Background: an optimization exercise with open tools, aiming at small area, a short achievable clock period and few clock cycles per item. Do not read the settings as production practice.
The RTL was checked by simulation tests, not by an equivalence proof against the original design.
Power is estimated from default activity; no workload was simulated.

### design/flow/flow/inbuf.tcl
# a buffer on every input port but the clock, as ORFS's buffer_ports does
buffer_ports -inputs -buffer_cell sky130_fd_sc_hd__buf_1
### design/flow/constraint.sdc
create_clock -name core_clock -period 5.0 [get_ports {clk_i}]
set_input_delay 1.0000 -clock core_clock [delete_from_list [all_inputs] [get_ports {clk_i}]]
set_output_delay 1.0000 -clock core_clock [all_outputs]
set_load 0.01 [all_outputs]
### design/flow/flow/run.sh
#!/bin/bash
# The standard layout, with plain buffers on the ports: the outputs get
# buf_4 (ORFS would pick a delay cell), the inputs buf_1 (added just before,
# in the global placement step's PRE hook). Everything else is standard.sh.
set -euo pipefail
here=$(pwd)
bash standard.sh \
  "BUFFER_PORTS_ARGS=-outputs -buffer_cell sky130_fd_sc_hd__buf_4" \
  "PRE_GLOBAL_PLACE_TCL=$here/flow/inbuf.tcl" \
  finish > "$here/standard_flow.log" 2>&1
### design/flow/standard.sh
#!/bin/bash
# synth_recipe.tcl (not shown) runs the flow's synth.tcl, then flattens the netlist and writes it again
# the make line also repeats each setting of config.mk as NAME=value (left out here)
make -C /OpenROAD-flow-scripts/flow DESIGN_CONFIG=/design/flow/config.mk WORK_HOME=/design/flow/orfs CLKGATE_MAP_FILE= SYNTH_SCRIPT=/design/flow/synth_recipe.tcl "${@:-finish}"
### design/flow/design.v
`timescale 1ns / 1ps
module csa_fa (
  input a, b, c,
  output s, co
);
  assign s = a ^ b ^ c;
  assign co = (a & b) | (a & c) | (b & c);
endmodule
module csa_ha (
  input a, b,
  output s, co
);
  assign s = a ^ b;
  assign co = a & b;
endmodule
`timescale 1ns / 1ps
module cube (
  input [7:0] x_bi,
  input [3:0] s_i,
  output [23:0] r1_o,
  output [13:0] r2_o,
  output cin_o
);
  wire [3:0] h = x_bi[7:4];
  wire [3:0] l = x_bi[3:0];
  wire [11:0] h3, l3;
  wire [9:0] h2x3, l2x3;
  assign h3[0] = h[0];
  assign h3[1] = (h[1] & h[0]);
  assign h3[2] = (h[2] & h[0]);
  assign h3[3] = (h[1] & ~h[0]) | (~h[3] & ~h[2] & h[1]) | (h[3] & h[2] & h[1]) | (~h[3] & h[2] & ~h[1] & h[0]) | (h[3] & ~h[2] & ~h[1] & h[0]);
  assign h3[4] = (h[3] & ~h[2] & h[0]) | (~h[3] & h[2] & h[1]) | (h[2] & ~h[1] & h[0]) | (~h[2] & h[1] & h[0]) | (h[2] & h[1] & ~h[0]);
  assign h3[5] = (h[3] & h[1]) | (~h[3] & h[2] & ~h[1] & h[0]);
  assign h3[6] = (~h[3] & h[2]) | (h[2] & ~h[1] & ~h[0]) | (h[3] & ~h[2] & h[1] & ~h[0]) | (h[3] & ~h[2] & ~h[1] & h[0]);
  assign h3[7] = (h[2] & h[1] & ~h[0]) | (h[3] & ~h[1] & h[0]) | (h[3] & h[1] & ~h[0]) | (h[3] & h[2] & ~h[0]);
  assign h3[8] = (h[2] & h[1] & h[0]) | (h[3] & ~h[2] & h[1]);
  assign h3[9] = (h[3] & ~h[0]) | (h[3] & ~h[2] & ~h[1]);
  assign h3[10] = (h[3] & h[1] & h[0]) | (h[3] & h[2] & ~h[1] & ~h[0]);
  assign h3[11] = (h[3] & h[2] & h[1]) | (h[3] & h[2] & h[0]);
  assign l3[0] = l[0];
  assign l3[1] = (l[1] & l[0]);
  assign l3[2] = (l[2] & l[0]);
  assign l3[3] = (l[1] & ~l[0]) | (~l[3] & ~l[2] & l[1]) | (l[3] & l[2] & l[1]) | (~l[3] & l[2] & ~l[1] & l[0]) | (l[3] & ~l[2] & ~l[1] & l[0]);
  assign l3[4] = (l[3] & ~l[2] & l[0]) | (~l[3] & l[2] & l[1]) | (l[2] & ~l[1] & l[0]) | (~l[2] & l[1] & l[0]) | (l[2] & l[1] & ~l[0]);
  assign l3[5] = (l[3] & l[1]) | (~l[3] & l[2] & ~l[1] & l[0]);
  assign l3[6] = (~l[3] & l[2]) | (l[2] & ~l[1] & ~l[0]) | (l[3] & ~l[2] & l[1] & ~l[0]) | (l[3] & ~l[2] & ~l[1] & l[0]);
  assign l3[7] = (l[2] & l[1] & ~l[0]) | (l[3] & ~l[1] & l[0]) | (l[3] & l[1] & ~l[0]) | (l[3] & l[2] & ~l[0]);
  assign l3[8] = (l[2] & l[1] & l[0]) | (l[3] & ~l[2] & l[1]);
  assign l3[9] = (l[3] & ~l[0]) | (l[3] & ~l[2] & ~l[1]);
  assign l3[10] = (l[3] & l[1] & l[0]) | (l[3] & l[2] & ~l[1] & ~l[0]);
  assign l3[11] = (l[3] & l[2] & l[1]) | (l[3] & l[2] & l[0]);
  assign h2x3[0] = h[0];
  assign h2x3[1] = h[0];
  assign h2x3[2] = (h[1] & ~h[0]);
  assign h2x3[3] = (h[1] & ~h[0]) | (~h[2] & h[1]) | (h[2] & ~h[1] & h[0]);
  assign h2x3[4] = (h[3] & ~h[1] & h[0]) | (h[2] & ~h[1] & ~h[0]) | (~h[3] & h[1] & h[0]);
  assign h2x3[5] = (h[3] & h[0]) | (~h[3] & h[2] & ~h[0]) | (h[3] & ~h[2] & h[1]) | (h[2] & ~h[1] & ~h[0]);
  assign h2x3[6] = (h[2] & h[1] & ~h[0]) | (h[3] & ~h[2] & ~h[1]) | (h[2] & ~h[1] & h[0]) | (h[3] & ~h[2] & h[0]);
  assign h2x3[7] = (h[3] & ~h[1]) | (h[2] & h[1] & h[0]);
  assign h2x3[8] = (h[3] & h[2] & ~h[1]) | (h[3] & ~h[2] & h[1]);
  assign h2x3[9] = (h[3] & h[2] & h[1]);
  assign l2x3[0] = l[0];
  assign l2x3[1] = l[0];
  assign l2x3[2] = (l[1] & ~l[0]);
  assign l2x3[3] = (l[1] & ~l[0]) | (~l[2] & l[1]) | (l[2] & ~l[1] & l[0]);
  assign l2x3[4] = (l[3] & ~l[1] & l[0]) | (l[2] & ~l[1] & ~l[0]) | (~l[3] & l[1] & l[0]);
  assign l2x3[5] = (l[3] & l[0]) | (~l[3] & l[2] & ~l[0]) | (l[3] & ~l[2] & l[1]) | (l[2] & ~l[1] & ~l[0]);
  assign l2x3[6] = (l[2] & l[1] & ~l[0]) | (l[3] & ~l[2] & ~l[1]) | (l[2] & ~l[1] & l[0]) | (l[3] & ~l[2] & l[0]);
  assign l2x3[7] = (l[3] & ~l[1]) | (l[2] & l[1] & l[0]);
  assign l2x3[8] = (l[3] & l[2] & ~l[1]) | (l[3] & ~l[2] & l[1]);
  assign l2x3[9] = (l[3] & l[2] & l[1]);
  wire hs0, hc0;
  csa_ha ha0 (.a(l3[9]), .b(h2x3[0] & l[1]), .s(hs0), .co(hc0));
  wire fs0, fc0;
  csa_fa fa0 (.a(l3[10]), .b(h2x3[0] & l[2]), .c(h2x3[1] & l[1]), .s(fs0), .co(fc0));
  wire hs1, hc1;
  csa_ha ha1 (.a(h2x3[2] & l[0]), .b(l2x3[3] & h[3]), .s(hs1), .co(hc1));
  wire fs1, fc1;
  csa_fa fa1 (.a(l3[11]), .b(h2x3[0] & l[3]), .c(h2x3[1] & l[2]), .s(fs1), .co(fc1));
  wire fs2, fc2;
  csa_fa fa2 (.a(h2x3[2] & l[1]), .b(h2x3[3] & l[0]), .c(l2x3[4] & h[3]), .s(fs2), .co(fc2));
  wire hs2, hc2;
  csa_ha ha2 (.a(l2x3[5] & h[2]), .b(l2x3[6] & h[1]), .s(hs2), .co(hc2));
  wire fs3, fc3;
  csa_fa fa3 (.a(h3[0]), .b(h2x3[1] & l[3]), .c(h2x3[2] & l[2]), .s(fs3), .co(fc3));
  wire fs4, fc4;
  csa_fa fa4 (.a(h2x3[3] & l[1]), .b(h2x3[4] & l[0]), .c(l2x3[5] & h[3]), .s(fs4), .co(fc4));
  wire fs5, fc5;
  csa_fa fa5 (.a(l2x3[6] & h[2]), .b(l2x3[7] & h[1]), .c(l2x3[8] & h[0]), .s(fs5), .co(fc5));
  wire fs6, fc6;
  csa_fa fa6 (.a(h3[1]), .b(h2x3[2] & l[3]), .c(h2x3[3] & l[2]), .s(fs6), .co(fc6));
  wire fs7, fc7;
  csa_fa fa7 (.a(h2x3[4] & l[1]), .b(h2x3[5] & l[0]), .c(l2x3[6] & h[3]), .s(fs7), .co(fc7));
  wire fs8, fc8;
  csa_fa fa8 (.a(l2x3[7] & h[2]), .b(l2x3[8] & h[1]), .c(l2x3[9] & h[0]), .s(fs8), .co(fc8));
  wire fs9, fc9;
  csa_fa fa9 (.a(h3[2]), .b(h2x3[3] & l[3]), .c(h2x3[4] & l[2]), .s(fs9), .co(fc9));
  wire fs10, fc10;
  csa_fa fa10 (.a(h2x3[5] & l[1]), .b(h2x3[6] & l[0]), .c(l2x3[7] & h[3]), .s(fs10), .co(fc10));
  wire hs3, hc3;
  csa_ha ha3 (.a(l2x3[8] & h[2]), .b(l2x3[9] & h[1]), .s(hs3), .co(hc3));
  wire fs11, fc11;
  csa_fa fa11 (.a(h3[3]), .b(h2x3[4] & l[3]), .c(h2x3[5] & l[2]), .s(fs11), .co(fc11));
  wire fs12, fc12;
  csa_fa fa12 (.a(h2x3[6] & l[1]), .b(h2x3[7] & l[0]), .c(l2x3[8] & h[3]), .s(fs12), .co(fc12));
  wire fs13, fc13;
  csa_fa fa13 (.a(h3[4]), .b(h2x3[5] & l[3]), .c(h2x3[6] & l[2]), .s(fs13), .co(fc13));
  wire hs4, hc4;
  csa_ha ha4 (.a(l3[7]), .b(l2x3[0] & h[3]), .s(hs4), .co(hc4));
  wire fs14, fc14;
  csa_fa fa14 (.a(l3[8]), .b(h2x3[0] & l[0]), .c(l2x3[1] & h[3]), .s(fs14), .co(fc14));
  wire hs5, hc5;
  csa_ha ha5 (.a(l2x3[2] & h[2]), .b(l2x3[3] & h[1]), .s(hs5), .co(hc5));
  wire fs15, fc15;
  csa_fa fa15 (.a(h2x3[1] & l[0]), .b(l2x3[2] & h[3]), .c(l2x3[3] & h[2]), .s(fs15), .co(fc15));
  wire fs16, fc16;
  csa_fa fa16 (.a(l2x3[4] & h[1]), .b(l2x3[5] & h[0]), .c(hs0), .s(fs16), .co(fc16));
  wire fs17, fc17;
  csa_fa fa17 (.a(l2x3[4] & h[2]), .b(l2x3[5] & h[1]), .c(l2x3[6] & h[0]), .s(fs17), .co(fc17));
  wire fs18, fc18;
  csa_fa fa18 (.a(hc0), .b(hs1), .c(fs0), .s(fs18), .co(fc18));
  wire fs19, fc19;
  csa_fa fa19 (.a(l2x3[7] & h[0]), .b(hc1), .c(hs2), .s(fs19), .co(fc19));
  wire fs20, fc20;
  csa_fa fa20 (.a(fc0), .b(fs1), .c(fs2), .s(fs20), .co(fc20));
  wire fs21, fc21;
  csa_fa fa21 (.a(hc2), .b(fc1), .c(fc2), .s(fs21), .co(fc21));
  wire fs22, fc22;
  csa_fa fa22 (.a(fs3), .b(fs4), .c(fs5), .s(fs22), .co(fc22));
  wire fs23, fc23;
  csa_fa fa23 (.a(fc3), .b(fc4), .c(fc5), .s(fs23), .co(fc23));
  wire fs24, fc24;
  csa_fa fa24 (.a(fs6), .b(fs7), .c(fs8), .s(fs24), .co(fc24));
  wire fs25, fc25;
  csa_fa fa25 (.a(hs3), .b(fc6), .c(fc7), .s(fs25), .co(fc25));
  wire fs26, fc26;
  csa_fa fa26 (.a(fc8), .b(fs10), .c(fs9), .s(fs26), .co(fc26));
  wire fs27, fc27;
  csa_fa fa27 (.a(l2x3[9] & h[2]), .b(hc3), .c(fc10), .s(fs27), .co(fc27));
  wire fs28, fc28;
  csa_fa fa28 (.a(fc9), .b(fs11), .c(fs12), .s(fs28), .co(fc28));
  wire fs29, fc29;
  csa_fa fa29 (.a(h2x3[7] & l[1]), .b(h2x3[8] & l[0]), .c(l2x3[9] & h[3]), .s(fs29), .co(fc29));
  wire fs30, fc30;
  csa_fa fa30 (.a(fc11), .b(fc12), .c(fs13), .s(fs30), .co(fc30));
  wire fs31, fc31;
  csa_fa fa31 (.a(h3[5]), .b(h2x3[6] & l[3]), .c(h2x3[7] & l[2]), .s(fs31), .co(fc31));
  wire fs32, fc32;
  csa_fa fa32 (.a(h2x3[8] & l[1]), .b(h2x3[9] & l[0]), .c(fc13), .s(fs32), .co(fc32));
  wire fs33, fc33;
  csa_fa fa33 (.a(h3[6]), .b(h2x3[7] & l[3]), .c(h2x3[8] & l[2]), .s(fs33), .co(fc33));
  wire hs6, hc6;
  csa_ha ha6 (.a(l3[6]), .b(l2x3[0] & h[2]), .s(hs6), .co(hc6));
  wire fs34, fc34;
  csa_fa fa34 (.a(l2x3[1] & h[2]), .b(l2x3[2] & h[1]), .c(l2x3[3] & h[0]), .s(fs34), .co(fc34));
  wire fs35, fc35;
  csa_fa fa35 (.a(l2x3[4] & h[0]), .b(hc4), .c(hs5), .s(fs35), .co(fc35));
  wire fs36, fc36;
  csa_fa fa36 (.a(hc5), .b(fc14), .c(fs15), .s(fs36), .co(fc36));
  wire fs37, fc37;
  csa_fa fa37 (.a(fc15), .b(fs17), .c(fc16), .s(fs37), .co(fc37));
  wire fs38, fc38;
  csa_fa fa38 (.a(fc17), .b(fs19), .c(fc18), .s(fs38), .co(fc38));
  wire fs39, fc39;
  csa_fa fa39 (.a(fc19), .b(fs21), .c(fc20), .s(fs39), .co(fc39));
  wire fs40, fc40;
  csa_fa fa40 (.a(fc21), .b(fs23), .c(fc22), .s(fs40), .co(fc40));
  wire fs41, fc41;
  csa_fa fa41 (.a(fc23), .b(fs25), .c(fc24), .s(fs41), .co(fc41));
  wire fs42, fc42;
  csa_fa fa42 (.a(fc25), .b(fs27), .c(fc26), .s(fs42), .co(fc42));
  wire fs43, fc43;
  csa_fa fa43 (.a(fs29), .b(fc27), .c(fc28), .s(fs43), .co(fc43));
  wire fs44, fc44;
  csa_fa fa44 (.a(fc29), .b(fs31), .c(fs32), .s(fs44), .co(fc44));
  wire fs45, fc45;
  csa_fa fa45 (.a(h2x3[9] & l[1]), .b(fc31), .c(fs33), .s(fs45), .co(fc45));
  wire fs46, fc46;
  csa_fa fa46 (.a(h3[7]), .b(h2x3[8] & l[3]), .c(h2x3[9] & l[2]), .s(fs46), .co(fc46));
  wire hs7, hc7;
  csa_ha ha7 (.a(l3[5]), .b(l2x3[0] & h[1]), .s(hs7), .co(hc7));
  wire fs47, fc47;
  csa_fa fa47 (.a(l2x3[1] & h[1]), .b(l2x3[2] & h[0]), .c(hs6), .s(fs47), .co(fc47));
  wire fs48, fc48;
  csa_fa fa48 (.a(hc6), .b(hs4), .c(fs34), .s(fs48), .co(fc48));
  wire fs49, fc49;
  csa_fa fa49 (.a(fc34), .b(fs14), .c(fs35), .s(fs49), .co(fc49));
  wire fs50, fc50;
  csa_fa fa50 (.a(fc35), .b(fs16), .c(fs36), .s(fs50), .co(fc50));
  wire fs51, fc51;
  csa_fa fa51 (.a(fc36), .b(fs18), .c(fs37), .s(fs51), .co(fc51));
  wire fs52, fc52;
  csa_fa fa52 (.a(fs20), .b(fc37), .c(fs38), .s(fs52), .co(fc52));
  wire fs53, fc53;
  csa_fa fa53 (.a(fs22), .b(fc38), .c(fs39), .s(fs53), .co(fc53));
  wire fs54, fc54;
  csa_fa fa54 (.a(fs24), .b(fc39), .c(fs40), .s(fs54), .co(fc54));
  wire fs55, fc55;
  csa_fa fa55 (.a(fs26), .b(fc40), .c(fs41), .s(fs55), .co(fc55));
  wire fs56, fc56;
  csa_fa fa56 (.a(fs28), .b(fc41), .c(fs42), .s(fs56), .co(fc56));
  wire fs57, fc57;
  csa_fa fa57 (.a(fs30), .b(fc42), .c(fs43), .s(fs57), .co(fc57));
  wire fs58, fc58;
  csa_fa fa58 (.a(fc30), .b(fc43), .c(fs44), .s(fs58), .co(fc58));
  wire fs59, fc59;
  csa_fa fa59 (.a(fc32), .b(fs45), .c(fc44), .s(fs59), .co(fc59));
  wire fs60, fc60;
  csa_fa fa60 (.a(fc33), .b(fs46), .c(fc45), .s(fs60), .co(fc60));
  wire fs61, fc61;
  csa_fa fa61 (.a(h3[8]), .b(h2x3[9] & l[3]), .c(fc46), .s(fs61), .co(fc61));
  wire [8:0] lo_sum = {1'b0, fc47, hc7, hs7, l3[4], s_i[3], s_i[2], s_i[1], l3[0]} + {1'b0, fs48, fs47, l2x3[1] & h[0], l2x3[0] & h[0], l3[3], l3[2], l3[1], s_i[0]};
  assign r1_o = {h3[11], h3[10], h3[9], fs61, fs60, fc58, fc57, fc56, fc55, fc54, fc53, fc52, fc51, fc50, fc49, fc48, lo_sum[7], lo_sum[6], lo_sum[5], lo_sum[4], lo_sum[3], lo_sum[2], lo_sum[1], lo_sum[0]};
  assign r2_o = {fc61, fc60, fc59, fs59, fs58, fs57, fs56, fs55, fs54, fs53, fs52, fs51, fs50, fs49};
  assign cin_o = lo_sum[8];
endmodule
`timescale 1ns / 1ps
module sqrt(
  input [7:0] x_i,
  output reg [3:0] y_o
);
  integer k;
  always @(*) begin
    y_o = 4'd0;
    for (k = 1; k < 16; k = k + 1)
      if (x_i >= k * k) y_o = k;
  end
endmodule
`timescale 1ns / 1ps
module func(
	input clk_i,
	input rst_i,
	input start_i,
	input [7:0] a_i,
	input [7:0] b_i,
	input change_mode,
	output [1:0] busy_o,
	output [15:0] y_o
);
  reg [7:0] a;
  reg [3:0] root;
  reg busy;
  reg mode;
  reg show_hi, show_lo;
  wire cleared = ~(show_hi | show_lo);
  wire next_mode = mode ^ change_mode;
  reg [23:0] row1;
  reg [13:0] row2;
  reg row_c;
  wire next_c;
  wire [16:0] hi_sum = {row1[23:8], 1'b1} + {1'b0, 1'b0, row2[13], row2[12], row2[11], row2[10], row2[9], row2[8], row2[7], row2[6], row2[5], row2[4], row2[3], row2[2], row2[1], row2[0], row_c};
  wire [3:0] result_sqrt;
  wire [23:0] next1;
  wire [13:0] next2;
  wire [23:0] part_result;
  wire accept = start_i & ~busy;
  sqrt sqrt1(.x_i(b_i), .y_o(result_sqrt));
  cube cube1(.x_bi(a), .s_i(root), .r1_o(next1), .r2_o(next2), .cin_o(next_c));
  assign part_result = {hi_sum[16:1], row1[7:0]};
  assign busy_o = {1'b0, busy};
  assign y_o[7:0] = ({8{show_hi}} & part_result[23:16]) | ({8{show_lo}} & part_result[7:0]);
  assign y_o[15:8] = {8{show_lo}} & part_result[15:8];
  always @(posedge clk_i) begin
    row1 <= next1;
    row2 <= next2;
    row_c <= next_c;
    if (accept) begin
      a <= a_i;
      root <= result_sqrt;
    end
    if (rst_i) begin
      mode <= 1'b0;
      busy <= 1'b0;
      show_hi <= 1'b0;
      show_lo <= 1'b0;
    end else begin
      mode <= next_mode;
      busy <= accept;
      show_hi <= next_mode & (accept | ~cleared);
      show_lo <= ~next_mode & (accept | ~cleared);
    end
  end
endmodule
### design/flow/config.mk
export PLATFORM = sky130hd
export DESIGN_NAME = func
export DESIGN_NICKNAME = func
export VERILOG_FILES = /design/flow/design.v
export SDC_FILE = /design/flow/constraint.sdc
export NUM_CORES = 4
export LEC_CHECK = 0
export CAP_MARGIN = 20
export CORE_MARGIN = 2
export CORE_UTILIZATION = 65
export PLACE_DENSITY = 0.75
export SETUP_SLACK_MARGIN = 1.5
export SLEW_MARGIN = 20
export SYNTH_HIERARCHICAL = 1
export SYNTH_MINIMUM_KEEP_SIZE = 0
==> results.py, run 1 <==
metrics = {
    "run_status": {
        "status": "finished clean",
    },
    "clock_network": {
        "cts_buffers": 5,
        "clk_pin_slew_ns": 0.10,
        "cts_root_buffer": "clkbuf_8",
        "cts_max_path_buffers": 2,
        "hold_buffers": 0,
        "htreeDepth": 2,
        "insertion_delay_ns": 0.32,
        "cts_tree": "done",
        "cts_sinks": 55,
    },
    "global_routing": {
        "gr-total-overflow": 0,
        "gr-usage-met1_pct": 36.8,
        "use_met2_pct": 43.6,
        "busiest_layer": "met2",
        "grt_usage_pct": 26.9,
        "antenna_found_initial": 0,
        "grt_pass1_wl_mm": 18.4,
        "met3_usage_pct": 2.37,
        "grt_pass1_vias": 3759,
        "grt_max_degree": 20,
    },
    "timing": {
        "rsz0062_at_grt": "no",
        "fin_setup_tns_ns": 0,
        "tightest_slew_ns": 0.591,
        "finClkSkew_ns": 0.0202,
        "finalHoldViolCount": 0,
        "slew_headroom_pct": 60.6,
        "setup_viol": 0,
        "period_minus_slack_ns": 3.34,
        "finalCritPeriodShare_pct": 66.7,
        "setup_slack_ns": 1.66,
        "slew_violations": 0,
        "max_clock_freq_mhz": 300,
    },
    "synth": {
        "postSynthAreaPerCell_um2": 9.76,
        "yosys.area_share.adder_pct": 30.5,
        "synth_ff_type": "dfxtp_1",
        "async_reset_ff_share_pct": 0,
        "synth_fp_nets": 671,
        "ys_ff_latch": 55,
        "synth_top_family_by_area": "adder cells",
        "yosys_warnings": 8,
        "yosys.area_share.simple_pct": 19.6,
        "synthMuxAreaShare_pct": 0.737,
        "synth_xor_area_share_pct": 3.41,
        "netlist_area_um2": 5430,
        "synthCells": 557,
        "synth_compound_area_share_pct": 14.5,
        "synth_edf_count": 12,
        "synth-seq-area-share_pct": 22.5,
        "synth_cell_types": 74,
    },
    "drt": {
        "routed_via_density": 6.04,
        "vias": 3951,
        "firstDrtPassIters": 5,
        "route.detailed.drc": 0,
        "wl_per_cell_um": 17.5,
        "final_antenna_net_count": 0,
        "routed_wl_mm": 11.5,
        "drt_iter0_drc": 222,
    },
    "setup_path": {
        "crit_required_ns": 4.00,
        "crit_slowest_cell": "fa_2",
        "critical_path.startpoint": "row1[8]",
        "max_stage_delay_ns": 0.42,
        "critPathLaunchType": "flop",
        "path_max_fanout": 4,
        "crit_chain": "inv_1 > fa_2 > nor2b_4 > o211ai_1 > a211oi_2 > o21ai_0 > a32o_1 > buf_4",
        "worst-path-buf-inv": 2,
        "reg2reg_from": "a[4]",
        "critPathTopFamily": "compound AO/OA/AOI/OAI gates",
        "crit_type": "reg2out",
        "cp.arrival_ns": 2.34,
        "critPathCaptureType": "output pin",
    },
    "place": {
        "postPlaceCellArea_um2": 5300,
        "dp_slack_ns": 1.36,
        "hpwl_mm": 8.91,
        "place_inst": 622,
        "io_buffers": 34,
        "globalplace.congestion": 0.924,
    },
    "finish": {
        "ff_latch_area_um2": 1220,
        "instances_no_fill": 654,
        "diodes": 0,
        "multi_input_area_um2": 3760,
        "fin_nets": 662,
        "drive_gt1_share_pct": 14.0,
        "design_area_um2": 5610,
        "fillers": 645,
        "synthToLayoutAreaGrowth_pct": 3.18,
    },
    "job": {
        "cap_violations": 0,
    },
    "min_path": {
        "hp-class": "reg2reg",
        "worstHoldStart": "mode",
    },
    "floorplanning": {
        "initial_core_util_pct": 66.5,
        "rows": 33,
        "die-area_um2": 9110,
        "core_um2": 8180,
        "ioPinCount": 38,
        "die_w_um": 95.4,
        "die_h_um": 95.4,
    },
    "power": {
        "total_leakage_power_nw": 2.47,
        "vdd_drop_max_mv": 0.167,
        "power_density_nw_per_um2": 371,
    },
}
## Yosys cell counts, types with 6 or more instances
library cell	count	area share, %
nand4_1	6	0.69
a21o_1	6	0.83
xor2_1	7	1.1
nand3_1	6	0.55
xnor2_1	11	1.8
a21oi_1	26	2.4
fa_1	64	24
o21a_1	7	0.97
buf_4	35	4.8
buf_2	7	0.64
edfxtp_1	12	6.6
nor2b_1	8	0.92
nand2_1	33	2.3
dfxtp_1	43	16
ha_1	30	6.9
inv_1	19	1.3
o21ai_0	19	1.7
nor3_1	13	1.2
nor2_1	37	2.6
clkbuf_1	9	0.62
and2_1	58	6.7
## sequential cells by signal (all words and copies together) (netlist names)
name,cells
row1,24
show_lo,1
root,4
a,8
busy,1
row_c,1
mode,1
row2,14
show_hi,1
## placed cells by master (no fill, tap or decap), drive strengths merged, types with 5 or more instances in the layout
master / netlist / routed
a211oi: 5 / 5
a21o: 6 / 6
a21oi: 29 / 29
and2: 60 / 60
and3: 6 / 6
buf: 47 / 41
clkbuf: 10 / 5
dfxtp: 43 / 43
edfxtp: 12 / 12
fa: 64 / 64
ha: 30 / 30
inv: 19 / 22
nand2: 35 / 35
nand3: 6 / 6
nand4: 7 / 7
nor2: 37 / 37
nor2b: 10 / 10
nor3: 14 / 14
o211ai: 5 / 5
o21a: 7 / 7
o21ai: 24 / 24
o22ai: 5 / 5
xnor2: 12 / 12
xor2: 7 / 7
## cells by family (layout without fill, tap and decap cells)
family,count (synthesis),in the layout
adder cells (fa/ha/maj),94,94
AO/OA/AOI/OAI,113,113
buffers and inverters,78,70
multiplexers,4,4
AND/OR/NAND/NOR,193,193
flip-flops,55,55
other,1,1
XOR/XNOR,19,19
## worst reg2reg max path, cell delays in order (launching register included)
cell	delay, ns
edfxtp_1	0.44
inv_1	0.32
nand2_1	0.20
a21oi_2	0.22
and2_1	0.18
fa_1	0.45
fa_1	0.43
fa_1	0.51
fa_1	0.40
## modules after synthesis (local to each module, per instance)
module	flops+latches	cells	copies in the design
sqrt	0	29	1
csa_fa	0	1	62
csa_ha	0	1	8
func	55	216	1
cube	0	242	1
## per-stage QoR
| stage | power [mW] | hold slack (ns) | utilization [%] |
|---|---|---|---|
| 2_1_floorplan | 1.68 | 0.437 | - |
| 5_1_grt | 2.27 | 0.558 | 68.6 |
| 3_5_place_dp | 1.78 | 0.512 | 64.8 |
| 4_1_cts | 2.05 | 0.542 | 66.8 |
| 3_3_place_gp | 1.74 | 0.498 | 64.8 |
| 6_report | 2.08 | 0.536 | 68.6 |
## cell type report
cell class / instances / share of cell area [%]
clock buffer: 5 / 1.23
clock inverter: 3 / 0.424
inverter: 21 / 1.41
multi-input combinational: 424 / 67.2
sequential: 55 / 21.8
tap: 105 / 2.34
timing repair buffer: 41 / 5.67
## layer usage
layer	wire, µm	up-vias
met5	0	-
met4	462	0
met3	607	30
met2	5320	163
met1	5070	1898
li1	-	1860
## repair_timing
item,CTS,global route
resized for setup,0,4
endpoints found under the setup margin,12,14
gates cloned,0,0
pin swaps,0,2
setup buffers,9,15
## final timing paths
check        endpoint  slack (ns)  cells after the start
max            y_o[1]        1.66                      8
max reg2reg   row2[6]        1.72                      8
min              mode        0.54                      2
min reg2reg      mode        0.54                      2
## report_power, final
part | internal (mW) | switching [mW]
sequential | 0.577 | 0.0631
clock | 0.103 | 0.155
combinational | 0.509 | 0.675
Testbench counts, summed over its fixed seeds: cycles 3,200, items 1,600.
==> run 2: changes to the inputs <==
==> design/flow/flow/run.sh (replaced) <==
#!/bin/bash
# The standard layout (standard.sh), with plain buffers on the ports in
# place of ORFS's delay cells: buf_4 on the outputs (global placement's own
# buffer_ports step), buf_1 on the inputs (added by flow/inbuf.tcl at the start
# of the resize step, after global placement has removed synthesis buffers).
set -euo pipefail
here=$(pwd)
bash standard.sh \
  "BUFFER_PORTS_ARGS=-outputs -buffer_cell sky130_fd_sc_hd__buf_4" \
  "PRE_RESIZE_TCL=$here/flow/inbuf.tcl" \
  finish > "$here/standard_flow.log" 2>&1
==> run 2 against run 1 <==
  * Still clean on timing, DRC and antenna
  * Utilization increased by 0.47 points
  * Flip-flop and latch count unchanged
  * Maximum frequency decreased by 1.8%
  * Via count increased by 1.8%
  * Routed wire length about the same
  * Sequential power about the same
  * Highest routed layer unchanged
==> results.py, run 2 <==
metrics = {
    "power": {
        "power_density_nw_per_um2": 368,
        "power_switching_uw": 900,
        "internal_power_mw": 1.18,
        "netSwitchingFraction_pct": 43.3,
        "power_frac_clock_pct": 12.6,
        "seqPwrFrac_pct": 30.7,
        "total_leakage_power_nw": 2.48,
        "vdd_drop_max_mv": 0.151,
        "combinationalPowerShare_pct": 56.7,
    },
    "synth": {
        "synth_edf_count": 12,
        "ys_ff_latch": 55,
        "yosys.area_share.adder_pct": 30.5,
        "postSynthAreaPerCell_um2": 9.76,
        "netlist_area_um2": 5430,
        "yosys_warnings": 8,
        "synth_ff_type": "dfxtp_1",
        "synth_compound_area_share_pct": 14.5,
        "async_reset_ff_share_pct": 0,
        "synth_xor_area_share_pct": 3.41,
        "synth-seq-area-share_pct": 22.5,
        "yosys-top-cells-area": "fa_1 24%, dfxtp_1 16%, ha_1 6.9%",
        "synth_most_common_cell": "fa_1",
        "synth_common_cells": "64 x fa_1, 58 x and2_1, 43 x dfxtp_1",
        "synthCells": 557,
        "synth_fp_nets": 671,
        "synth.top_cell.area_share_pct": 23.6,
        "yosys.area_share.simple_pct": 19.6,
        "synthMuxAreaShare_pct": 0.737,
        "yosysTopAreaCell": "fa_1",
        "synth_top_family_by_area": "adder cells",
        "synth_cell_types": 74,
    },
    "drt": {
        "route.detailed.drc": 0,
        "wl_per_cell_um": 17.1,
        "drt_iter0_drc": 191,
        "routed_via_density": 5.99,
        "firstDrtPassIters": 5,
        "routed_wl_mm": 11.5,
        "vias": 4022,
        "final_antenna_net_count": 0,
    },
    "clock_network": {
        "cts_tree": "done",
        "cts_max_path_buffers": 2,
        "insertion_delay_ns": 0.32,
        "cts_sinks": 55,
        "cts_root_buffer": "clkbuf_8",
        "cts_buffers": 5,
        "htreeDepth": 2,
        "clk_pin_slew_ns": 0.12,
    },
    "finish": {
        "top_register": "row1",
        "synthToLayoutAreaGrowth_pct": 3.89,
        "largest_reg_flops": 24,
        "drive_gt1_share_pct": 13.2,
        "instances_no_fill": 672,
        "final_cell_mix": "64 x fa_1, 58 x and2_1, 43 x dfxtp_1, 39 x buf_4, 37 x nor2_1",
        "reg_top3": "row1 x24, row2 x14, a x8",
        "diodes": 0,
        "fin_nets": 680,
        "final_common_cell": "fa_1",
    },
    "setup_path": {
        "crit_required_ns": 4.00,
        "critical_path.startpoint": "row1[9]",
        "path_max_fanout": 4,
        "critPathCaptureType": "output pin",
        "rrSetupSlack_ns": 1.61,
        "critPathLaunchType": "flop",
        "max_stage_delay_ns": 0.36,
        "crit_type": "reg2out",
        "crit_slowest_cell": "o211ai_1",
        "crit_chain": "ha_1 > nor2b_4 > o211ai_1 > a211oi_2 > or3_1 > a32o_1 > buf_4",
        "reg2reg_from": "a[1]",
        "cp.arrival_ns": 2.40,
    },
    "place": {
        "place_inst": 641,
        "hpwl_mm": 8.82,
        "globalplace.congestion": 0.922,
        "io_buffers": 17,
    },
    "global_routing": {
        "grt_usage_pct": 27.4,
        "gr-total-overflow": 0,
        "antenna_found_initial": 0,
        "grt_max_degree": 20,
        "grt_pass1_wl_mm": 18.9,
        "grt_pass1_vias": 3879,
    },
    "timing": {
        "finalHoldViolCount": 0,
        "rsz0062_at_grt": "no",
        "slew_violations": 0,
        "max_clock_freq_mhz": 294,
        "period_minus_slack_ns": 3.40,
        "finalCritPeriodShare_pct": 68.0,
        "slew_headroom_pct": 56.5,
        "finClkSkew_ns": 0.0227,
        "fin_setup_tns_ns": 0,
        "tightest_slew_ns": 0.653,
        "setup_viol": 0,
    },
    "floorplanning": {
        "ioPinCount": 38,
        "die_h_um": 95.4,
        "die-area_um2": 9110,
        "initial_core_util_pct": 66.5,
        "die_w_um": 95.4,
        "core_um2": 8180,
        "rows": 33,
    },
    "job": {
        "cap_violations": 0,
    },
    "run_status": {
        "status": "finished clean",
    },
    "min_path": {
        "hp-class": "reg2reg",
        "worstHoldStart": "mode",
    },
}
-- run 2: final cells by class --
| class | instances | area, µm² |
|---|---|---|
| timing repair buffer | 59 | 369 |
| inverter | 21 | 78.8 |
| tap | 105 | 131 |
| clock inverter | 3 | 26.3 |
| fill | 652 | 2530 |
| clock buffer | 5 | 68.8 |
| sequential | 55 | 1220 |
| multi-input combinational | 424 | 3750 |
-- run 2: per-module statistics from Yosys (local to each module, per instance) --
module | copies in the design | area, µm² | cells inside | flops+latches
func | 1 | 2330 | 216 | 55
sqrt | 1 | 171 | 29 | 0
cube | 1 | 1590 | 242 | 0
csa_fa | 62 | 20.0 | 1 | 0
csa_ha | 8 | 12.5 | 1 | 0
-- run 2: power groups by stage --
stage,Combinational [mW],Clock [mW],Sequential [mW]
6_report,1.18,0.262,0.639
5_1_grt,1.33,0.279,0.653
4_1_cts,1.15,0.265,0.646
3_5_place_dp,1.13,0,0.663
3_3_place_gp,1.08,0,0.660
2_1_floorplan,1.06,0,0.618
-- run 2: routing by layer --
layer  global-route usage (%)  wire length, µm
met5                        0                0
met4                     12.0              484
met3                     3.00              553
met2                     44.4             5350
met1                     37.6             5080
-- run 2: kinds of logic after synthesis --
kind of cell / Yosys count
AND/OR/NAND/NOR: 193
AO/OA/AOI/OAI: 113
adder cells (fa/ha/maj): 94
buffers and inverters: 78
flip-flops: 55
XOR/XNOR: 19
multiplexers: 4
other: 1
-- run 2: per-stage QoR --
stage	setup WS, ns	total power, mW	utilization (%)	cell area, µm²	hold WS, ns
floorplan	1.84	1.68	-	5430	0.437
global placement	1.44	1.75	64.8	5300	0.499
detailed placement	1.41	1.79	65.7	5370	0.502
CTS	1.56	2.06	67.5	5520	0.546
global route	1.50	2.26	69.1	5650	0.575
finish	1.60	2.08	69.1	5650	0.540
-- run 2: path summary, 6_finish.rpt --
check	to	cells after the start
worst max-delay path	y_o[1]	7
worst min-delay path	mode	2
worst max register to register	row2[5]	7
worst min register to register	mode	2
-- run 2: timing repair --
item | in CTS | in global routing
setup buffers | 7 | 16
setup endpoints to repair | 12 | 16
hold buffers | 0 | 0
gates resized for setup | 1 | 2
gates cloned | 0 | 0
-- run 2: critical path, delay by kind of cell, from the launching register on --
kind,cells,cell delay [ns]
fa+ha+maj,1,0.35
buf+inv,1,0.15
simple gates,2,0.48
flops,1,0.33
compound gates,3,0.77
==> run 3: changes to the inputs <==
==> design/flow/flow/run.sh (replaced) <==
#!/bin/bash
# The standard layout (standard.sh), with plain buffers on the ports in
# place of ORFS's delay cells: buf_2 on the outputs (global placement's own
# buffer_ports step), buf_1 on the inputs (added by flow/inbuf.tcl at the start
# of the resize step, after global placement has removed synthesis buffers).
set -euo pipefail
here=$(pwd)
bash standard.sh \
  "BUFFER_PORTS_ARGS=-outputs -buffer_cell sky130_fd_sc_hd__buf_2" \
  "PRE_RESIZE_TCL=$here/flow/inbuf.tcl" \
  finish > "$here/standard_flow.log" 2>&1
--- a/design/flow/config.mk
+++ b/design/flow/config.mk
@@ -11,3 +11,3 @@
 export PLACE_DENSITY = 0.75
-export SETUP_SLACK_MARGIN = 1.5
+export SETUP_SLACK_MARGIN = 1.7
 export SLEW_MARGIN = 20
==> run 3 against run 2 <==
  * Clock-buffer cell count is the same
  * Synthesized area unchanged
  * Via count up 4.7%
  * Utilization rose by 2.3 points
  * Largest cell class unchanged
  * Critical path type is now reg2reg
  * Maximum frequency grew 2.5%
==> results.py, run 3 <==
metrics = {
    "finish": {
        "synthToLayoutAreaGrowth_pct": 7.32,
        "fillers": 598,
        "largest_reg_flops": 24,
        "fin_nets": 694,
        "instances_no_fill": 686,
        "final_cell_mix": "61 x fa_1, 58 x and2_1, 38 x dfxtp_1, 37 x nor2_1, 33 x buf_4",
        "drive_gt1_share_pct": 19.8,
        "diodes": 0,
        "top_register": "row1",
        "reg_top3": "row1 x24, row2 x14, a x8",
        "final_common_cell": "fa_1",
    },
    "clock_network": {
        "cts_max_path_buffers": 2,
        "cts_tree": "done",
        "cts_sinks": 55,
        "cts_root_buffer": "clkbuf_8",
        "insertion_delay_ns": 0.33,
        "cts_buffers": 5,
        "clk_pin_slew_ns": 0.11,
        "htreeDepth": 2,
        "hold_buffers": 0,
    },
    "timing": {
        "finClkSkew_ns": 0.0190,
        "rsz0062_at_grt": "yes",
        "period_minus_slack_ns": 3.32,
        "fin_setup_tns_ns": 0,
        "hold_slack_ns": 0.547,
        "slew_headroom_pct": 60.9,
        "finalHoldViolCount": 0,
        "slew_violations": 0,
        "max_clock_freq_mhz": 302,
        "finalCritPeriodShare_pct": 66.3,
        "tightest_slew_ns": 0.585,
        "setup_viol": 0,
    },
    "floorplanning": {
        "ioPinCount": 38,
        "die-area_um2": 9110,
        "rows": 33,
        "initial_core_util_pct": 66.5,
        "die_w_um": 95.4,
        "die_h_um": 95.4,
        "core_um2": 8180,
    },
    "synth": {
        "yosys_warnings": 8,
        "synthCells": 557,
        "synth_edf_count": 12,
        "async_reset_ff_share_pct": 0,
        "postSynthAreaPerCell_um2": 9.76,
        "synth_fp_nets": 671,
        "yosys-top-cells-area": "fa_1 24%, dfxtp_1 16%, ha_1 6.9%",
        "synth.top_cell.area_share_pct": 23.6,
        "yosysTopAreaCell": "fa_1",
        "ys_ff_latch": 55,
        "synth_common_cells": "64 x fa_1, 58 x and2_1, 43 x dfxtp_1",
        "synth_most_common_cell": "fa_1",
        "synth_cell_types": 74,
        "synth-seq-area-share_pct": 22.5,
        "synth_ff_type": "dfxtp_1",
        "netlist_area_um2": 5430,
    },
    "drt": {
        "vias": 4210,
        "drt_iter0_drc": 242,
        "dr_wl_met2_mm": 6.12,
        "wl_met3_um": 715,
        "firstDrtPassIters": 5,
        "wl_met1_mm": 5.19,
        "routed_via_density": 6.14,
        "wl_per_cell_um": 18.3,
        "top_layer": "met4",
        "final_antenna_net_count": 0,
        "route.detailed.drc": 0,
        "routed_wl_mm": 12.6,
    },
    "setup_path": {
        "worst-path-buf-inv": 2,
        "crit_chain": "buf_4 > nand2_2 > inv_1 > nand2_1 > o21ai_1 > and2_1 > fa_1 > fa_1 > fa_1 > fa_1",
        "crit_cells": 10,
        "crit_required_ns": 5.20,
        "crit_type": "reg2reg",
        "path_max_fanout": 5,
        "critPathTopFamily": "adder cells",
        "path_common_cell": "fa_1",
        "max_stage_delay_ns": 0.52,
        "rr_worst_depth": 10,
        "cp.arrival_ns": 3.51,
        "critPathLaunchType": "flop",
        "crit_slowest_cell": "fa_1",
        "critPathCaptureType": "flop",
    },
    "min_path": {
        "min_delay_path_depth": 1,
        "hp-class": "reg2reg",
    },
    "job": {
        "cap_violations": 0,
    },
    "run_status": {
        "status": "finished clean",
    },
    "power": {
        "power_switching_uw": 957,
        "power_density_nw_per_um2": 377,
        "seqPwrFrac_pct": 29.2,
        "internal_power_mw": 1.24,
        "combinationalPowerShare_pct": 58.7,
        "power_frac_clock_pct": 12.1,
        "vdd_drop_max_mv": 0.169,
        "netSwitchingFraction_pct": 43.6,
        "total_leakage_power_nw": 2.56,
    },
    "place": {
        "hpwl_mm": 9.03,
        "io_buffers": 17,
        "place_inst": 641,
        "globalplace.congestion": 0.897,
    },
    "global_routing": {
        "gr-total-overflow": 0,
        "grt_usage_pct": 27.9,
        "grt_pass1_wl_mm": 19.2,
        "grt_pass1_vias": 3926,
        "grt_max_degree": 21,
        "antenna_found_initial": 0,
    },
}
## run 3: cell counts after synthesis
Identical to the previous run, type by type.
## run 3: what timing repair did
action	4_1_cts	5_1_grt
cloned	0	0
pin swaps	1	13
gates resized for setup	9	30
setup buffers	25	12
setup endpoints to repair	26	19
## run 3: final timing paths
kind,startpoint,to,slack (ns)
max reg2reg,a[0],row2[6],1.68
min reg2reg,root[0],row1[0],0.55
max,a[0],row2[6],1.68
min,root[0],row1[0],0.55
## run 3: kinds of logic after synthesis
| kind of cell | Yosys count | synth area share, % |
|---|---|---|
| DFF | 55 | 22.5 |
| buffers and inverters | 78 | 8.68 |
| adders and majority gates | 94 | 30.5 |
| xor gates and xnor gates | 19 | 3.41 |
| and+or+nand+nor | 193 | 19.6 |
| AOI/OAI and AO/OA | 113 | 14.5 |
| muxes | 4 | 0.737 |
| other | 1 | 0.0690 |
## run 3: power groups by stage
| stage | clock [mW] | combinational, mW | sequential (mW) |
|---|---|---|---|
| 6_report | 0.266 | 1.29 | 0.641 |
| 5_1_grt | 0.283 | 1.43 | 0.652 |
| 4_1_cts | 0.268 | 1.18 | 0.639 |
| 3_5_place_dp | 0 | 1.11 | 0.662 |
| 3_3_place_gp | 0 | 1.06 | 0.660 |
| 2_1_floorplan | 0 | 1.06 | 0.618 |
## run 3: metal layers
metal  vias to the layer above  track usage, %
met3                        49            2.77
met2                       199            48.3
met1                      2039            36.3
li1                       1923               -
met5                         -               0
met4                         0            10.8
## run 3: cell type report
class	count	area [µm²]	area share [%]
Multi-Input combinational cell	424	3850	66.0
Sequential cell	55	1230	21.0
Timing Repair Buffer	73	437	7.49
Tap cell	105	131	2.25
Inverter	21	86.3	1.48
Clock buffer	5	68.8	1.18
Clock inverter	3	33.8	0.579
## run 3: through the flow
| stage | instance area (µm²) | utilization, % | setup WS, ns | power [mW] |
|---|---|---|---|---|
| after floorplan | 5430 | - | 1.84 | 1.68 |
| final | 5830 | 71.3 | 1.68 | 2.20 |
| after global placement | 5260 | 64.3 | 1.43 | 1.72 |
| after detailed placement | 5330 | 65.2 | 1.35 | 1.77 |
| after CTS | 5650 | 69.1 | 1.70 | 2.08 |
| after global routing | 5830 | 71.3 | 1.60 | 2.37 |
## run 3: worst register-to-register path: stages, from the launching register on
cell	delay, ns
edfxtp_1	0.44
buf_4	0.17
nand2_2	0.10
inv_1	0.10
nand2_1	0.15
o21ai_1	0.17
and2_1	0.23
fa_1	0.52
fa_1	0.40
fa_1	0.51
fa_1	0.40
## run 3: Yosys stat by module (local to each module, per instance)
module | cells inside | cell area [µm²] | flops+latches | copies in the design
func | 216 | 2330 | 55 | 1
cube | 242 | 1590 | 0 | 1
sqrt | 29 | 171 | 0 | 1
csa_fa | 1 | 20.0 | 0 | 62
csa_ha | 1 | 12.5 | 0 | 8
==> run 4: changes to the inputs <==
--- a/design/flow/config.mk
+++ b/design/flow/config.mk
@@ -11,3 +11,3 @@
 export PLACE_DENSITY = 0.75
-export SETUP_SLACK_MARGIN = 1.7
+export SETUP_SLACK_MARGIN = 1.9
 export SLEW_MARGIN = 20
==> run 4 against run 3 <==
  * Power grew 12%
  * Clock skew fell by 0.0030 ns
  * Worst hold slack got worse by 0.015 ns
  * Combinational power is 18% higher
  * Utilization grew 6.1 points
  * Register-to-register slack improved by 0.13 ns
  * Highest routed layer unchanged
==> results.py, run 4 <==
metrics = {
    "drt": {
        "wl_per_cell_um": 19.1,
        "routed_wl_mm": 13.4,
        "route.detailed.drc": 0,
        "routed_via_density": 6.18,
        "final_antenna_net_count": 0,
        "drt_iter0_drc": 252,
        "firstDrtPassIters": 4,
        "vias": 4318,
    },
    "floorplanning": {
        "die_w_um": 95.4,
        "ioPinCount": 38,
        "core_um2": 8180,
        "die-area_um2": 9110,
        "die_h_um": 95.4,
        "rows": 33,
        "initial_core_util_pct": 66.5,
    },
    "place": {
        "postPlaceCellArea_um2": 5350,
        "place_inst": 641,
        "hpwl_mm": 9.09,
        "dp_slack_ns": 1.33,
        "globalplace.congestion": 0.978,
        "io_buffers": 17,
    },
    "synth": {
        "synth_edf_count": 12,
        "postSynthAreaPerCell_um2": 9.76,
        "synthCells": 557,
        "synth_common_cells": "64 x fa_1, 58 x and2_1, 43 x dfxtp_1",
        "synth-seq-area-share_pct": 22.5,
        "synth_fp_nets": 671,
        "synthMuxAreaShare_pct": 0.737,
        "synth_most_common_cell": "fa_1",
        "synth_top_family_by_area": "adder cells",
        "async_reset_ff_share_pct": 0,
        "synth_ff_type": "dfxtp_1",
        "yosys.area_share.adder_pct": 30.5,
        "netlist_area_um2": 5430,
        "synth.top_cell.area_share_pct": 23.6,
        "yosysTopAreaCell": "fa_1",
        "ys_ff_latch": 55,
        "synth_compound_area_share_pct": 14.5,
        "yosys.area_share.simple_pct": 19.6,
        "yosys-top-cells-area": "fa_1 24%, dfxtp_1 16%, ha_1 6.9%",
        "synth_cell_types": 74,
        "synth_xor_area_share_pct": 3.41,
        "yosys_warnings": 8,
    },
    "finish": {
        "final_cell_mix": "47 x and2_1, 43 x fa_1, 39 x buf_4, 35 x nor2_1, 35 x dfxtp_1",
        "instances_no_fill": 699,
        "fin_util_pct": 77.5,
        "drive_gt1_share_pct": 32.8,
        "ff_latch_area_um2": 1230,
        "largest_reg_flops": 24,
        "design_area_um2": 6330,
        "multi_input_area_um2": 4200,
        "fillers": 509,
        "diodes": 0,
        "fin_nets": 707,
        "reg_top3": "row1 x24, row2 x14, a x8",
        "synthToLayoutAreaGrowth_pct": 16.5,
        "final_common_cell": "and2_1",
        "top_register": "row1",
    },
    "clock_network": {
        "cts_buffers": 5,
        "cts_root_buffer": "clkbuf_8",
        "insertion_delay_ns": 0.34,
        "cts_sinks": 55,
        "clk_pin_slew_ns": 0.10,
        "htreeDepth": 2,
        "hold_buffers": 0,
        "cts_tree": "done",
        "cts_max_path_buffers": 2,
    },
    "global_routing": {
        "grt_usage_pct": 29.1,
        "grt_pass1_vias": 4045,
        "gr-total-overflow": 0,
        "antenna_found_initial": 0,
        "grt_pass1_wl_mm": 20.0,
        "grt_max_degree": 20,
    },
    "power": {
        "power_density_nw_per_um2": 389,
        "vdd_drop_max_mv": 0.149,
        "total_leakage_power_nw": 2.67,
        "finalPower_mw": 2.46,
    },
    "run_status": {
        "status": "finished clean",
    },
    "setup_path": {
        "rr_worst_depth": 9,
        "endpoint": "y_o[1]",
        "critPathCaptureType": "output pin",
        "reg2reg_from": "a[6]",
        "crit_required_ns": 4.00,
        "rrSetupSlack_ns": 1.81,
        "critPathLaunchType": "flop",
        "path_max_fanout": 2,
        "crit_type": "reg2out",
        "cp.arrival_ns": 2.24,
        "critical_path.startpoint": "row1[8]",
        "r2r-end": "row2[8]",
    },
    "timing": {
        "setup_viol": 0,
        "tightest_slew_ns": 0.624,
        "slew_headroom_pct": 58.4,
        "rsz0062_at_grt": "yes",
        "period_minus_slack_ns": 3.24,
        "finalHoldViolCount": 0,
        "setup_slack_ns": 1.76,
        "fin_setup_tns_ns": 0,
        "hold_slack_ns": 0.532,
        "finClkSkew_ns": 0.0160,
        "max_clock_freq_mhz": 309,
        "finalCritPeriodShare_pct": 64.8,
        "slew_violations": 0,
    },
    "job": {
        "cap_violations": 0,
    },
    "min_path": {
        "hp-class": "reg2reg",
        "min_delay_path_depth": 2,
    },
}
==> run 4: layout make-up <==
cell class	instances	area share, %
tap	105	2.07
clock buffer	5	1.09
timing repair buffer	86	9.19
inverter	21	1.42
sequential	55	19.4
clock inverter	3	0.415
multi-input combinational	424	66.4
==> run 4: modules after synthesis (local to each module, per instance) <==
module  area, µm²  flip-flops and latches  copies in the design
cube         1590                       0                     1
csa_fa       20.0                       0                    62
csa_ha       12.5                       0                     8
func         2330                      55                     1
sqrt          171                       0                     1
==> run 4: what timing repair did <==
item	4_1_cts	5_1_grt
hold endpoints to repair	0	0
setup endpoints to repair	31	26
resized for setup	61	66
pin swaps	24	44
buffers inserted	42	8
==> run 4: layer usage <==
metal,vias up,global-route usage [%],share of wire [%]
met1,2110,37.6,41
met3,46,3.08,5.2
met5,-,0,0
met2,200,49.5,49
met4,0,13.6,4.3
li1,1962,-,-
==> run 4: worst min path at each step <==
| stage | start | end | slack, ns |
|---|---|---|---|
| floorplan | root[0] | row1[0] | 0.44 |
| global placement | mode | mode | 0.50 |
| detailed placement | root[0] | row1[0] | 0.50 |
| CTS | root[0] | row1[0] | 0.53 |
| global route | root[0] | row1[0] | 0.54 |
| finish | mode | mode | 0.53 |
==> run 4: cell families after synthesis <==
logic type      Yosys count
fa+ha+maj                94
mux                       4
flops                    55
xor+xnor                 19
buf+inv                  78
compound gates          113
simple gates            193
other cells               1
==> run 4: report_power, final <==
group | total [mW] | leakage, nW | internal [mW] | switching [mW]
clock | 0.266 | 0.0506 | 0.104 | 0.162
combinational | 1.52 | 2.14 | 0.712 | 0.808
sequential | 0.677 | 0.475 | 0.583 | 0.0945
total | 2.46 | 2.67 | 1.40 | 1.06
==> run 4: critical path: stages (launching register included) <==
cell	delay (ns)
dfxtp_2	0.35
inv_2	0.04
fa_2	0.41
nor2b_4	0.13
o211ai_1	0.11
buf_4	0.16
a211oi_2	0.21
o21ai_1	0.09
a32o_2	0.30
buf_6	0.12
==> run 5: changes to the inputs <==
--- a/design/flow/config.mk
+++ b/design/flow/config.mk
@@ -11,3 +11,3 @@
 export PLACE_DENSITY = 0.75
-export SETUP_SLACK_MARGIN = 1.9
+export SETUP_SLACK_MARGIN = 1.5
 export SLEW_MARGIN = 20
==> run 5 against run 4 <==
  * Design area is 12% lower
  * Sequential share of layout area is 2.4 points higher
  * Worst setup slack worse by 0.20 ns
  * Die area stayed put
  * Critical path type unchanged
  * Global-route usage is 2.0 points lower
  * Utilization is 8.9 points lower
  * Highest routed layer unchanged
  * Combinational power is 24% lower
  * Non-clock buffer count is 27 lower
  * Worst hold slack better by 0.017 ns
==> results.py, run 5 <==
metrics = {
    "finish": {
        "fin_nets": 680,
        "multi_input_area_um2": 3740,
        "top_register": "row1",
        "synthToLayoutAreaGrowth_pct": 3.09,
        "fillers": 642,
        "design_area_um2": 5600,
        "fin_util_pct": 68.5,
        "reg_top3": "row1 x24, row2 x14, a x8",
        "ff_latch_area_um2": 1220,
        "largest_reg_flops": 24,
        "drive_gt1_share_pct": 12.9,
        "final_common_cell": "fa_1",
        "diodes": 0,
        "instances_no_fill": 672,
        "final_cell_mix": "64 x fa_1, 58 x and2_1, 43 x dfxtp_1, 37 x nor2_1, 33 x nand2_1",
    },
    "clock_network": {
        "cts_tree": "done",
        "cts_max_path_buffers": 2,
        "cts_sinks": 55,
        "htreeDepth": 2,
        "clk_pin_slew_ns": 0.11,
        "cts_root_buffer": "clkbuf_8",
        "cts_buffers": 5,
        "insertion_delay_ns": 0.33,
        "hold_buffers": 0,
    },
    "global_routing": {
        "gr-total-overflow": 0,
        "grt_pass1_vias": 3857,
        "grt_usage_pct": 27.1,
        "grt_pass1_wl_mm": 18.6,
        "grt_max_degree": 21,
        "antenna_found_initial": 0,
    },
    "setup_path": {
        "rrSetupSlack_ns": 1.69,
        "crit_required_ns": 4.00,
        "crit_slowest_cell": "fa_1",
        "critPathCaptureType": "output pin",
        "max_stage_delay_ns": 0.49,
        "path_max_fanout": 5,
        "cp.arrival_ns": 2.44,
        "r2r-end": "row2[8]",
        "reg2reg_from": "a[6]",
        "crit_chain": "inv_1 > fa_1 > nor2b_4 > o211ai_1 > a21oi_1 > a311o_1 > nand3_1 > buf_2",
        "rr_worst_depth": 9,
        "critPathLaunchType": "flop",
        "crit_type": "reg2out",
    },
    "power": {
        "power_density_nw_per_um2": 367,
        "finalPower_mw": 2.05,
        "total_leakage_power_nw": 2.48,
        "vdd_drop_max_mv": 0.160,
    },
    "drt": {
        "wl_per_cell_um": 17.2,
        "final_antenna_net_count": 0,
        "dr_wl_met2_mm": 5.56,
        "vias": 4024,
        "routed_via_density": 5.99,
        "top_layer": "met4",
        "routed_wl_mm": 11.5,
        "wl_met1_mm": 4.92,
        "drt_iter0_drc": 224,
        "wl_met3_um": 654,
        "route.detailed.drc": 0,
        "firstDrtPassIters": 5,
    },
    "timing": {
        "fin_setup_tns_ns": 0,
        "tightest_slew_ns": 0.537,
        "period_minus_slack_ns": 3.44,
        "rsz0062_at_grt": "yes",
        "setup_viol": 0,
        "hold_slack_ns": 0.549,
        "finClkSkew_ns": 0.0202,
        "setup_slack_ns": 1.56,
        "finalCritPeriodShare_pct": 68.7,
        "slew_headroom_pct": 64.1,
        "slew_violations": 0,
        "finalHoldViolCount": 0,
        "max_clock_freq_mhz": 291,
    },
    "place": {
        "postPlaceCellArea_um2": 5330,
        "hpwl_mm": 9.03,
        "place_inst": 641,
        "io_buffers": 17,
        "globalplace.congestion": 0.897,
        "dp_slack_ns": 1.35,
    },
    "synth": {
        "synthCells": 557,
        "synth.top_cell.area_share_pct": 23.6,
        "postSynthAreaPerCell_um2": 9.76,
        "synth_ff_type": "dfxtp_1",
        "synth_cell_types": 74,
        "yosys-top-cells-area": "fa_1 24%, dfxtp_1 16%, ha_1 6.9%",
        "synth_most_common_cell": "fa_1",
        "netlist_area_um2": 5430,
        "synth_common_cells": "64 x fa_1, 58 x and2_1, 43 x dfxtp_1",
        "synth_fp_nets": 671,
        "yosysTopAreaCell": "fa_1",
        "yosys_warnings": 8,
        "synth-seq-area-share_pct": 22.5,
        "synth_edf_count": 12,
        "ys_ff_latch": 55,
        "async_reset_ff_share_pct": 0,
    },
    "floorplanning": {
        "initial_core_util_pct": 66.5,
        "die_w_um": 95.4,
        "die-area_um2": 9110,
        "ioPinCount": 38,
        "core_um2": 8180,
        "die_h_um": 95.4,
        "rows": 33,
    },
    "min_path": {
        "worstHoldStart": "root[0]",
        "min_delay_path_depth": 1,
        "min_delay_worst_endpoint": "row1[0]",
        "hp-class": "reg2reg",
    },
    "job": {
        "cap_violations": 0,
    },
    "run_status": {
        "status": "finished clean",
    },
}
[run 5: cell counts after synthesis]
No cell type changed its count.
[run 5: report_power, final]
| part | total [mW] | internal (mW) | switching [mW] |
|---|---|---|---|
| registers | 0.635 | 0.577 | 0.0576 |
| logic | 1.15 | 0.482 | 0.673 |
| clock network | 0.265 | 0.106 | 0.160 |
[run 5: cell type report]
type | count | area share [%]
clock buffer | 5 | 1.23
timing repair buffer | 59 | 5.83
sequential | 55 | 21.8
inverter | 21 | 1.41
multi-input combinational | 424 | 66.8
tap | 105 | 2.35
clock inverter | 3 | 0.603
[run 5: metal layers]
layer,vias to the layer above,GRT usage (%)
met5,-,0
met4,0,12.3
met3,30,3.64
met2,175,45.8
met1,1924,34.9
li1,1895,-
[run 5: cell families after synthesis]
logic type | Yosys count | synth area share (%)
muxes | 4 | 0.737
AOI/OAI and AO/OA | 113 | 14.5
adders and majority gates | 94 | 30.5
other | 1 | 0.0690
DFF | 55 | 22.5
and+or+nand+nor | 193 | 19.6
xor gates and xnor gates | 19 | 3.41
buffers and inverters | 78 | 8.68
[run 5: modules after synthesis (local to each module, per instance)]
| module | cells inside | cell area (µm²) | times used |
|---|---|---|---|
| csa_fa | 1 | 20.0 | 62 |
| csa_ha | 1 | 12.5 | 8 |
| sqrt | 29 | 171 | 1 |
| cube | 242 | 1590 | 1 |
| func | 216 | 2330 | 1 |
[run 5: worst max path at each step]
stage                     cells after the start    start  slack, ns       to
after floorplan                              10     a[5]       1.84  row2[7]
after global placement                        7     a[1]       1.43  row2[5]
after global routing                          8  row1[8]       1.42   y_o[3]
after detailed placement                      7     a[1]       1.35  row2[5]
after CTS                                     8     a[6]       1.53  row2[8]
final                                         8  row1[8]       1.56   y_o[3]
[run 5: worst max-delay path, delay by kind of cell (launching register included)]
kind | cells | cell delay, ns
compound gates | 3 | 0.83
fa+ha+maj | 1 | 0.49
buf+inv | 2 | 0.21
flops | 1 | 0.36
simple gates | 2 | 0.23
[run 5: repair_timing]
item	CTS	global route
setup endpoints to repair	14	15
gates cloned	0	0
setup buffers	8	15
resized for setup	1	0
==> run 6: changes to the inputs <==
--- a/design/flow/config.mk
+++ b/design/flow/config.mk
@@ -9,4 +9,4 @@
 export CORE_MARGIN = 2
-export CORE_UTILIZATION = 65
-export PLACE_DENSITY = 0.75
+export CORE_UTILIZATION = 72
+export PLACE_DENSITY = 0.8
 export SETUP_SLACK_MARGIN = 1.5
==> run 6 against run 5 <==
  * Still clean on timing, DRC and antenna
  * Die area fell by 9.3%
  * Cell count fell by 1.2%
  * Global-route usage rose by 2.1 points
  * Largest cell class unchanged
==> results.py, run 6 <==
metrics = {
    "synth": {
        "yosys_warnings": 8,
        "async_reset_ff_share_pct": 0,
        "synth_compound_area_share_pct": 14.5,
        "synth_xor_area_share_pct": 3.41,
        "netlist_area_um2": 5430,
        "synth-seq-area-share_pct": 22.5,
        "synth_edf_count": 12,
        "synthCells": 557,
        "ys_ff_latch": 55,
        "synth_ff_type": "dfxtp_1",
        "synth_fp_nets": 671,
        "yosys.area_share.adder_pct": 30.5,
        "postSynthAreaPerCell_um2": 9.76,
        "synth_top_family_by_area": "adder cells",
        "yosys-top-cells-area": "fa_1 24%, dfxtp_1 16%, ha_1 6.9%",
        "synth.top_cell.area_share_pct": 23.6,
        "synth_most_common_cell": "fa_1",
        "yosys.area_share.simple_pct": 19.6,
        "synth_cell_types": 74,
        "synthMuxAreaShare_pct": 0.737,
        "synth_common_cells": "64 x fa_1, 58 x and2_1, 43 x dfxtp_1",
        "yosysTopAreaCell": "fa_1",
    },
    "floorplanning": {
        "die-area_um2": 8260,
        "core_um2": 7290,
        "die_w_um": 90.9,
        "die_h_um": 90.9,
        "rows": 31,
        "initial_core_util_pct": 74.5,
        "ioPinCount": 38,
    },
    "power": {
        "finalPower_mw": 2.12,
        "power_density_nw_per_um2": 378,
        "vdd_drop_max_mv": 0.208,
        "total_leakage_power_nw": 2.48,
    },
    "drt": {
        "routed_via_density": 5.98,
        "routed_wl_mm": 11.4,
        "vias": 3971,
        "final_antenna_net_count": 0,
        "route.detailed.drc": 0,
        "drt_iter0_drc": 209,
        "firstDrtPassIters": 4,
        "wl_per_cell_um": 17.2,
    },
    "clock_network": {
        "insertion_delay_ns": 0.30,
        "cts_root_buffer": "clkbuf_8",
        "cts_max_path_buffers": 2,
        "clk_pin_slew_ns": 0.09,
        "cts_buffers": 5,
        "cts_tree": "done",
        "hold_buffers": 0,
        "htreeDepth": 2,
        "cts_sinks": 55,
    },
    "finish": {
        "top_register": "row1",
        "design_area_um2": 5610,
        "final_cell_mix": "64 x fa_1, 58 x and2_1, 43 x dfxtp_1, 37 x nor2_1, 33 x nand2_1",
        "diodes": 0,
        "drive_gt1_share_pct": 12.7,
        "fin_nets": 678,
        "largest_reg_flops": 24,
        "fin_util_pct": 76.9,
        "synthToLayoutAreaGrowth_pct": 3.18,
        "final_common_cell": "fa_1",
        "reg_top3": "row1 x24, row2 x14, a x8",
        "instances_no_fill": 664,
    },
    "setup_path": {
        "crit_required_ns": 4.00,
        "path_max_fanout": 5,
        "critPathCaptureType": "output pin",
        "cp.arrival_ns": 2.40,
        "critPathLaunchType": "flop",
        "crit_type": "reg2out",
    },
    "timing": {
        "period_minus_slack_ns": 3.40,
        "tightest_slew_ns": 0.592,
        "slew_headroom_pct": 60.6,
        "finalHoldViolCount": 0,
        "slew_violations": 0,
        "finalCritPeriodShare_pct": 67.9,
        "setup_viol": 0,
        "rsz0062_at_grt": "yes",
        "max_clock_freq_mhz": 295,
        "fin_setup_tns_ns": 0,
        "finClkSkew_ns": 0.00867,
    },
    "place": {
        "io_buffers": 17,
        "hpwl_mm": 9.08,
        "place_inst": 635,
        "globalplace.congestion": 0.924,
        "postPlaceCellArea_um2": 5320,
    },
    "global_routing": {
        "busiest_layer": "met2",
        "grt_pass1_vias": 3904,
        "met3_usage_pct": 4.51,
        "antenna_found_initial": 0,
        "grt_pass1_wl_mm": 18.9,
        "use_met2_pct": 47.6,
        "grt_max_degree": 20,
        "gr-usage-met1_pct": 39.0,
        "gr-total-overflow": 0,
        "grt_usage_pct": 29.2,
    },
    "job": {
        "cap_violations": 0,
    },
    "run_status": {
        "status": "finished clean",
    },
    "min_path": {
        "hp-class": "reg2reg",
    },
}
## run 6: changes by cell type in the layout (fill, tap and decap cells not counted), sizes merged
cell,previous run,this run
clkinvlp,0,1
clkinv,4,1
bufinv,0,1
buf,59,57
inv,20,19
clkbuf,5,7
## run 6: repair_timing
action,4_1_cts,5_1_grt
setup buffers,6,15
setup endpoints to repair,12,15
resized for setup,1,2
pin swaps,0,0
## run 6: logic make-up (layout without fill, tap and decap cells)
kind of cell | count (synthesis) | in the layout
flops | 55 | 55
other cells | 1 | 1
mux | 4 | 4
simple gates | 193 | 193
compound gates | 113 | 113
fa+ha+maj | 94 | 94
buf+inv | 78 | 86
xor+xnor | 19 | 19
## run 6: final cells by class
| cell class | instances | area [µm²] |
|---|---|---|
| clock buffers | 7 | 97.6 |
| clock inverters | 1 | 30.0 |
| fillers | 527 | 1690 |
| inverters | 21 | 82.6 |
| multi-input cells | 424 | 3740 |
| flip-flops and latches | 55 | 1220 |
| well taps | 99 | 124 |
| repair buffers | 57 | 309 |
## run 6: final timing paths
check               start  endpoint  slack [ns]  cells after the start
setup reg to reg     a[1]   row2[5]        1.63                      7
hold / removal       mode      mode        0.55                      2
setup / recovery  row1[8]    y_o[3]        1.60                      8
hold reg to reg      mode      mode        0.55                      2
## run 6: critical path, cell delays in order (launching register included)
cell	delay, ns
dfxtp_1	0.36
inv_1	0.07
fa_1	0.48
nor2b_4	0.16
o211ai_1	0.15
a21oi_1	0.42
a311o_1	0.24
nand3_1	0.07
buf_2	0.15
## run 6: through the flow
stage	setup slack, ns	hold slack, ns
final	1.60	0.548
after global routing	1.48	0.564
after CTS	1.54	0.547
after detailed placement	1.33	0.526
after global placement	1.39	0.500
after floorplan	1.84	0.437
## run 6: power by group
group | internal (mW) | leakage (nW) | total (mW) | switching, mW
Sequential | 0.577 | 0.474 | 0.640 | 0.0626
Clock | 0.180 | 0.0636 | 0.315 | 0.135
Combinational | 0.485 | 1.95 | 1.16 | 0.677
## run 6: per-module statistics from Yosys, one instance, submodules excluded
module | cell area (µm²) | flip-flops and latches | cells | copies in the design
csa_fa | 20.0 | 0 | 1 | 62
cube | 1590 | 0 | 242 | 1
csa_ha | 12.5 | 0 | 1 | 8
func | 2330 | 55 | 216 | 1
sqrt | 171 | 0 | 29 | 1
## run 6: per-layer routing
metal	wire length, µm	part of all wire, %
met5	0	0
met4	451	3.9
met3	650	5.7
met2	5310	47
met1	5000	44

==> port drivers added, routing unchanged <==
The results above use ideal ports. As a check the final layouts listed here were re-extracted and re-timed, cells and wires unchanged.
Step 1, drivers: a clkbuf_16 drives clk_i and a buf_2 each remaining input, both assumed.
Step 2 also shifts input and output timing later by t, the mid clock arrival at the registers, as if the neighbouring blocks saw the same clock.
Slacks: no drivers / after step 1 / after step 2; pairs: no drivers / after step 1.
| run | shift t [ns] | slack for setup (ns) | hold slack, ns | worst register clock-pin slew, ns | cell pins on the clock port's net |
|---|---|---|---|---|---|
| run 1 | 0.341 | 1.663 / 1.634 / 1.720 | 0.536 / 0.536 / 0.536 | 0.11 / 0.11 | 1 |
| run 2 | 0.340 | 1.601 / 1.569 / 1.608 | 0.540 / 0.540 / 0.540 | 0.12 / 0.12 | 1 |
| run 3 | 0.351 | 1.685 / 1.672 / 1.685 | 0.547 / 0.547 / 0.547 | 0.11 / 0.11 | 1 |
| run 4 | 0.357 | 1.760 / 1.730 / 1.815 | 0.532 / 0.532 / 0.532 | 0.11 / 0.11 | 1 |
| run 5 | 0.345 | 1.563 / 1.534 / 1.688 | 0.549 / 0.549 / 0.549 | 0.11 / 0.11 | 1 |
| run 6 | 0.333 | 1.605 / 1.572 / 1.633 | 0.548 / 0.548 / 0.548 | 0.09 / 0.09 | 1 |
After both steps setup and hold are still met in every run listed.
